This design comes from an exercise in tuning for small area on the open sky130 flow, not from production work. In this exercise RTL edits were held to simulation tests only and were not proved equivalent to the original.

==> v6: inputs <==
// top_module
module top_module(
    input wire clk,
    input wire rst,
    input wire spi_mosi,
    input wire spi_cs_n,
    input wire mic_data_1,
    input wire mic_data_2,
    output wire [7:0] out,
    output wire pos,
    output wire neg
);
==> module spi_port, before the edit <==
module spi_port (
    input wire clk,
    input wire rst,
    input wire spi_mosi,
    input wire spi_cs_n,
    output wire cap_now,           
    output wire nxt_a0,            
    output wire nxt_a1,            
    output reg [7:0] value,
    output wire a0,                
    output wire a1,                
    output wire lt8                
);
    reg [10:0] shift_reg;          
    reg [2:0] zeros;               
    reg cs_low_prev;
    reg [1:0] cls;                 
    wire nxt_lt8 = (zeros == 3'd5);
    assign nxt_a0  = nxt_lt8 & (shift_reg[10:8] == 3'd0);
    assign nxt_a1  = nxt_lt8 & (shift_reg[10:8] == 3'd1);
    assign cap_now = spi_cs_n & cs_low_prev;
    assign a0  = (cls == 2'd0);
    assign a1  = (cls == 2'd1);
    assign lt8 = (cls != 2'd3);
    always @(posedge clk) begin
        if (rst) begin
            shift_reg <= 11'b0;
            zeros <= 3'd5;
            cs_low_prev <= 1'b0;
            cls <= 2'd3;
        end else begin
            cs_low_prev <= ~spi_cs_n;
            if (!spi_cs_n) begin
                shift_reg <= {shift_reg[9:0], spi_mosi};
                if (shift_reg[10]) zeros <= 3'd0;
                else if (!nxt_lt8) zeros <= zeros + 3'd1;
            end else if (cs_low_prev) begin
                cls <= {~nxt_a0 & ~nxt_a1, ~nxt_a0 & (~nxt_lt8 | nxt_a1)};
            end
        end
    end
    always @(posedge clk)
        if (cap_now) value <= shift_reg[7:0];
endmodule
==> module config_memory, before the edit <==
module config_memory (
    input wire clk,
    input wire rst,
    input wire cap_now,
    input wire nxt_a0,
    input wire nxt_a1,
    input wire [7:0] value,
    input wire a0,
    input wire a1,
    input wire lt8,
    output reg [7:0] ratio,
    output reg flen_gt1
);
    reg [7:0] mem0;
    reg mem1_gt1;
    wire val_gt1 = |value[7:1];
    always @(posedge clk) begin
        if (rst) begin
            mem0 <= 8'b0;
            mem1_gt1 <= 1'b0;
            ratio <= 8'b0;
            flen_gt1 <= 1'b0;
        end else begin
            if (a0) mem0 <= value;
            if (a1) mem1_gt1 <= val_gt1;
            if (cap_now) begin
                if (nxt_a0) ratio <= lt8 ? value : 8'b0;
                if (nxt_a1) flen_gt1 <= lt8 & val_gt1;
            end else begin
                if (a0) ratio <= mem0;
                if (a1) flen_gt1 <= mem1_gt1;
            end
        end
    end
endmodule
==> module decimator, before the edit <==
module decimator (
    input wire clk,
    input wire rst,
    input wire [7:0] ratio,
    input wire data_1,
    input wire data_2,
    output reg out_1,
    output reg out_2,
    output reg en
);
    reg [7:0] counter;
    reg dec_clk;
    wire r1 = (ratio == 8'd1);
    wire [8:0] next = {1'b0, counter} + 9'd1;
    wire hit = (ratio != 8'd0) && (next >= {1'b0, ratio});
    always @(posedge clk) begin
        if (rst) begin
            counter <= 8'b0;
            out_1 <= 1'b0;
            out_2 <= 1'b0;
            dec_clk <= 1'b0;
            en <= 1'b0;
        end else begin
            en <= 1'b0;
            if (r1) begin
                out_1 <= data_1;
                out_2 <= data_2;
            end else if (hit) begin
                counter <= 8'b0;
                out_1 <= data_1;
                out_2 <= data_2;
                dec_clk <= ~dec_clk;
                en <= ~dec_clk;
            end else begin
                counter <= next[7:0];
            end
        end
    end
endmodule
==> module buffer, before the edit <==
module buffer (
    input wire clk,
    input wire rst,
    input wire en,
    input wire data_1,
    input wire data_2,
    input wire flen_gt1,
    output reg [7:0] corr,
    output reg pos,
    output reg neg
);
    reg [255:0] shift_reg_1;
    reg [255:0] shift_reg_2;
    reg seen, full;
    reg [7:0] lfsr;
    wire lfsr_home = (lfsr == 8'h01);
    reg [7:0] corr_neg;
    reg [7:0] corr_pos;
    wire v0   = seen;
    wire v255 = full;
    wire v254 = full | (seen & lfsr_home);
    wire n1_0   = v0 & shift_reg_1[0];
    wire n2_0   = v0 & shift_reg_2[0];
    wire o1_255 = v255 & shift_reg_1[255];
    wire o2_255 = v255 & shift_reg_2[255];
    wire o1_254 = v254 & shift_reg_1[254];
    wire o2_254 = v254 & shift_reg_2[254];
    function [7:0] step(input [7:0] x, input up, input dn);
        integer i;
        reg u, d;
        begin
            u = up & ~dn;
            d = dn & ~up;
            for (i = 0; i < 8; i = i + 1) begin
                step[i] = x[i] ^ (u | d);
                u = u & x[i];
                d = d & ~x[i];
            end
        end
    endfunction
    always @(posedge clk) begin
        if (en) begin
            shift_reg_1 <= {shift_reg_1[254:0], data_1};
            shift_reg_2 <= {shift_reg_2[254:0], data_2};
        end
    end
    always @(posedge clk) begin
        if (rst) begin
            seen <= 1'b0;
            full <= 1'b0;
            lfsr <= 8'h01;
            corr_neg <= 8'b0;
            corr_pos <= 8'b0;
        end else if (en) begin
            seen <= 1'b1;
            if (v254) full <= 1'b1;
            lfsr <= {lfsr[6:0], lfsr[7] ^ lfsr[5] ^ lfsr[4] ^ lfsr[3]};
            if (flen_gt1) begin
                corr_neg <= step(corr_neg, n1_0 ^ data_2, o1_255 ^ o2_254);
                corr_pos <= step(corr_pos, data_1 ^ n2_0, o1_254 ^ o2_255);
            end
        end
    end
    always @(posedge clk or posedge rst) begin
        if (rst) begin
            corr <= 8'b0;
            pos <= 1'b0;
            neg <= 1'b0;
        end else if (en) begin
            corr <= step(corr, data_1 ^ data_2, o1_255 ^ o2_255);
            neg <= corr_neg < corr_pos;
            pos <= corr_pos < corr_neg;
        end
    end
endmodule
export LEC_CHECK = 0
export CAP_MARGIN = 20
export CORE_MARGIN = 2
export CORE_UTILIZATION = 80
export SLEW_MARGIN = 20
create_clock -name core_clock -period 8.0 [get_ports {clk}]
standard.sh (not shown) runs the stock make flow with config.mk's settings and CLKGATE_MAP_FILE= SYNTH_SCRIPT=/design/flow/synth_recipe.tcl, a recipe that flattens the netlist after the stock synthesis.
==> flow/flow/run.sh <==
#!/bin/bash
# The standard ORFS layout, with two changes: clock tree synthesis without
# dummy loads, and port buffers of the smallest buffer cell.
set -euo pipefail
export CTS_ARGS="-sink_clustering_enable -repair_clock_nets -buf_list sky130_fd_sc_hd__clkbuf_8 -sink_clustering_size 20 -sink_clustering_max_diameter 80 -balance_levels -dont_use_dummy_load"
export BUFFER_PORTS_ARGS="-buffer_cell sky130_fd_sc_hd__buf_1"
bash standard.sh finish > standard_flow.log 2>&1
==> inputs of v9, as changes to v6 <==
--- a/flow/design.v
+++ b/flow/design.v
@@ -29,3 +29,4 @@
             cs_low_prev <= 1'b0;
-            cls <= 2'd3;
+            value <= 8'b0;
+            cls <= 2'd0;
         end else begin
@@ -37,2 +38,3 @@
             end else if (cs_low_prev) begin
+                value <= shift_reg[7:0];
                 cls <= {~nxt_a0 & ~nxt_a1, ~nxt_a0 & (~nxt_lt8 | nxt_a1)};
@@ -41,4 +43,2 @@
     end
-    always @(posedge clk)
-        if (cap_now) value <= shift_reg[7:0];
 endmodule
==> flow/run.sh (new file) <==
#!/bin/bash
# synth_recipe.tcl (not shown) runs the flow's synth.tcl, then flattens the netlist and writes it again
# the make line also repeats each setting of config.mk as NAME=value (left out here)
make -C /OpenROAD-flow-scripts/flow DESIGN_CONFIG=/design/flow/config.mk WORK_HOME=/design/flow/orfs CLKGATE_MAP_FILE= SYNTH_SCRIPT=/design/flow/synth_recipe.tcl finish
--- a/flow/config.mk
+++ b/flow/config.mk
@@ -9,3 +9,6 @@
 export CORE_MARGIN = 2
-export CORE_UTILIZATION = 80
+export CORE_UTILIZATION = 70
+export CTS_BUF_LIST = sky130_fd_sc_hd__clkbuf_8
+export CTS_CLUSTER_DIAMETER = 60
+export CTS_CLUSTER_SIZE = 20
 export SLEW_MARGIN = 20
removed: flow/flow/run.sh
removed: flow/standard.sh
==> inputs of v39, as changes to v6 <==
--- a/flow/design.v
+++ b/flow/design.v
@@ -24,3 +24,3 @@
     assign lt8 = (cls != 2'd3);
-    always @(posedge clk) begin
+    always @(posedge clk or posedge rst) begin
         if (rst) begin
@@ -29,3 +29,4 @@
             cs_low_prev <= 1'b0;
-            cls <= 2'd3;
+            value <= 8'b0;
+            cls <= 2'd0;
         end else begin
@@ -37,2 +38,3 @@
             end else if (cs_low_prev) begin
+                value <= shift_reg[7:0];
                 cls <= {~nxt_a0 & ~nxt_a1, ~nxt_a0 & (~nxt_lt8 | nxt_a1)};
@@ -41,4 +43,2 @@
     end
-    always @(posedge clk)
-        if (cap_now) value <= shift_reg[7:0];
 endmodule
@@ -60,3 +60,3 @@
     wire val_gt1 = |value[7:1];
-    always @(posedge clk) begin
+    always @(posedge clk or posedge rst) begin
         if (rst) begin
@@ -94,3 +94,3 @@
     wire hit = (ratio != 8'd0) && (next >= {1'b0, ratio});
-    always @(posedge clk) begin
+    always @(posedge clk or posedge rst) begin
         if (rst) begin
@@ -164,3 +164,3 @@
     end
-    always @(posedge clk) begin
+    always @(posedge clk or posedge rst) begin
         if (rst) begin
@@ -169,4 +169,7 @@
             lfsr <= 8'h01;
+            corr <= 8'b0;
             corr_neg <= 8'b0;
             corr_pos <= 8'b0;
+            pos <= 1'b0;
+            neg <= 1'b0;
         end else if (en) begin
@@ -175,2 +178,3 @@
             lfsr <= {lfsr[6:0], lfsr[7] ^ lfsr[5] ^ lfsr[4] ^ lfsr[3]};
+            corr <= step(corr, data_1 ^ data_2, o1_255 ^ o2_255);
             if (flen_gt1) begin
@@ -179,11 +183,2 @@
             end
-        end
-    end
-    always @(posedge clk or posedge rst) begin
-        if (rst) begin
-            corr <= 8'b0;
-            pos <= 1'b0;
-            neg <= 1'b0;
-        end else if (en) begin
-            corr <= step(corr, data_1 ^ data_2, o1_255 ^ o2_255);
             neg <= corr_neg < corr_pos;
==> flow/run.sh (new file) <==
#!/bin/bash
# synth_recipe.tcl (not shown) runs the flow's synth.tcl, then flattens the netlist and writes it again
# the make line also repeats each setting of config.mk as NAME=value (left out here)
make -C /OpenROAD-flow-scripts/flow DESIGN_CONFIG=/design/flow/config.mk WORK_HOME=/design/flow/orfs CLKGATE_MAP_FILE= SYNTH_SCRIPT=/design/flow/synth_recipe.tcl finish
--- a/flow/config.mk
+++ b/flow/config.mk
@@ -7,5 +7,8 @@
 export LEC_CHECK = 0
-export CAP_MARGIN = 20
+export CAP_MARGIN = 0
 export CORE_MARGIN = 2
-export CORE_UTILIZATION = 80
-export SLEW_MARGIN = 20
+export CORE_UTILIZATION = 60
+export CTS_BUF_LIST = sky130_fd_sc_hd__clkbuf_8
+export CTS_CLUSTER_DIAMETER = 60
+export CTS_CLUSTER_SIZE = 20
+export SLEW_MARGIN = 0
removed: flow/flow/run.sh
removed: flow/standard.sh
==> results.toml <==
[floorplan]
start_util = 0.613
die-width_um = 187
placement_rows = 66
die_h_um = 187

[place]
finalWeightedCongestion = 0.777

[synthesis]
synth_xor_area_frac = 0.0192
synth_compound_area_frac = 0.0223
syn-instance-count = 961

[outcome]
outcome = "complete, no violations"
(the above is from v39)
==> results.toml <==
[outcome]
outcome = "stopped before the end"
flow.stopped_at = "3_5_place_dp"
error_line = "[ERROR DPL-0033] detailed placement checks failed during check placement."

[floorplan]
start_util = 0.814
placement_rows = 57
die_h_um = 161
die-width_um = 161

[synthesis]
synth_xor_area_frac = 0.0133
synth_compound_area_frac = 0.0344
(the above is from v6)
==> results.toml <==
[pwr]
seq_power_share = 0.697
power.static_leakage_nw = 7.01

[synthesis]
synth_compound_area_frac = 0.0351
syn-instance-count = 1032
synth.area.mux_share = 0.0132

[floorplan]
placeableCoreArea_um2 = 27900
die-width_um = 172
placement_rows = 61
die_h_um = 172

[outcome]
outcome = "complete, no violations"

[place]
finalWeightedCongestion = 0.807
(the above is from v9)

==> what the ideal ports hide <==
How much do the figures lean on ideal ports? The routed layouts below were timed once more, with nothing changed but the port constraints.
Step 1 (the two cells are an assumption about what drives the block):
set clk [get_ports {clk}]
set_driving_cell -lib_cell sky130_fd_sc_hd__clkbuf_16 $clk
set_driving_cell -lib_cell sky130_fd_sc_hd__buf_2 [delete_from_list [all_inputs] $clk]
Step 2 times the ports against the registers' clock, not the clock port: input delays grow and output delays shrink by t, the midpoint of the rising clock arrivals with the driver on.
Slacks: ideal / step 1 / step 2; pairs: ideal / step 1.
| run | t, ns | slack for setup (ns) | worst register clock-pin slew, ns | worst slew at a driven data input, ns | pins driven straight from the clock port |
|---|---|---|---|---|---|
| v9 | 0.601 | 4.044 / 4.072 / 3.471 | 0.11 / 0.11 | 0.03 | 1 |
| v39 | 0.619 | 4.130 / 4.152 / 3.533 | 0.11 / 0.11 | 0.03 | 1 |
After both steps every run listed still meets setup and hold. For v39, which loses most, drivers alone change the setup slack by +0.022 ns; drivers and shift together by -0.597 ns.
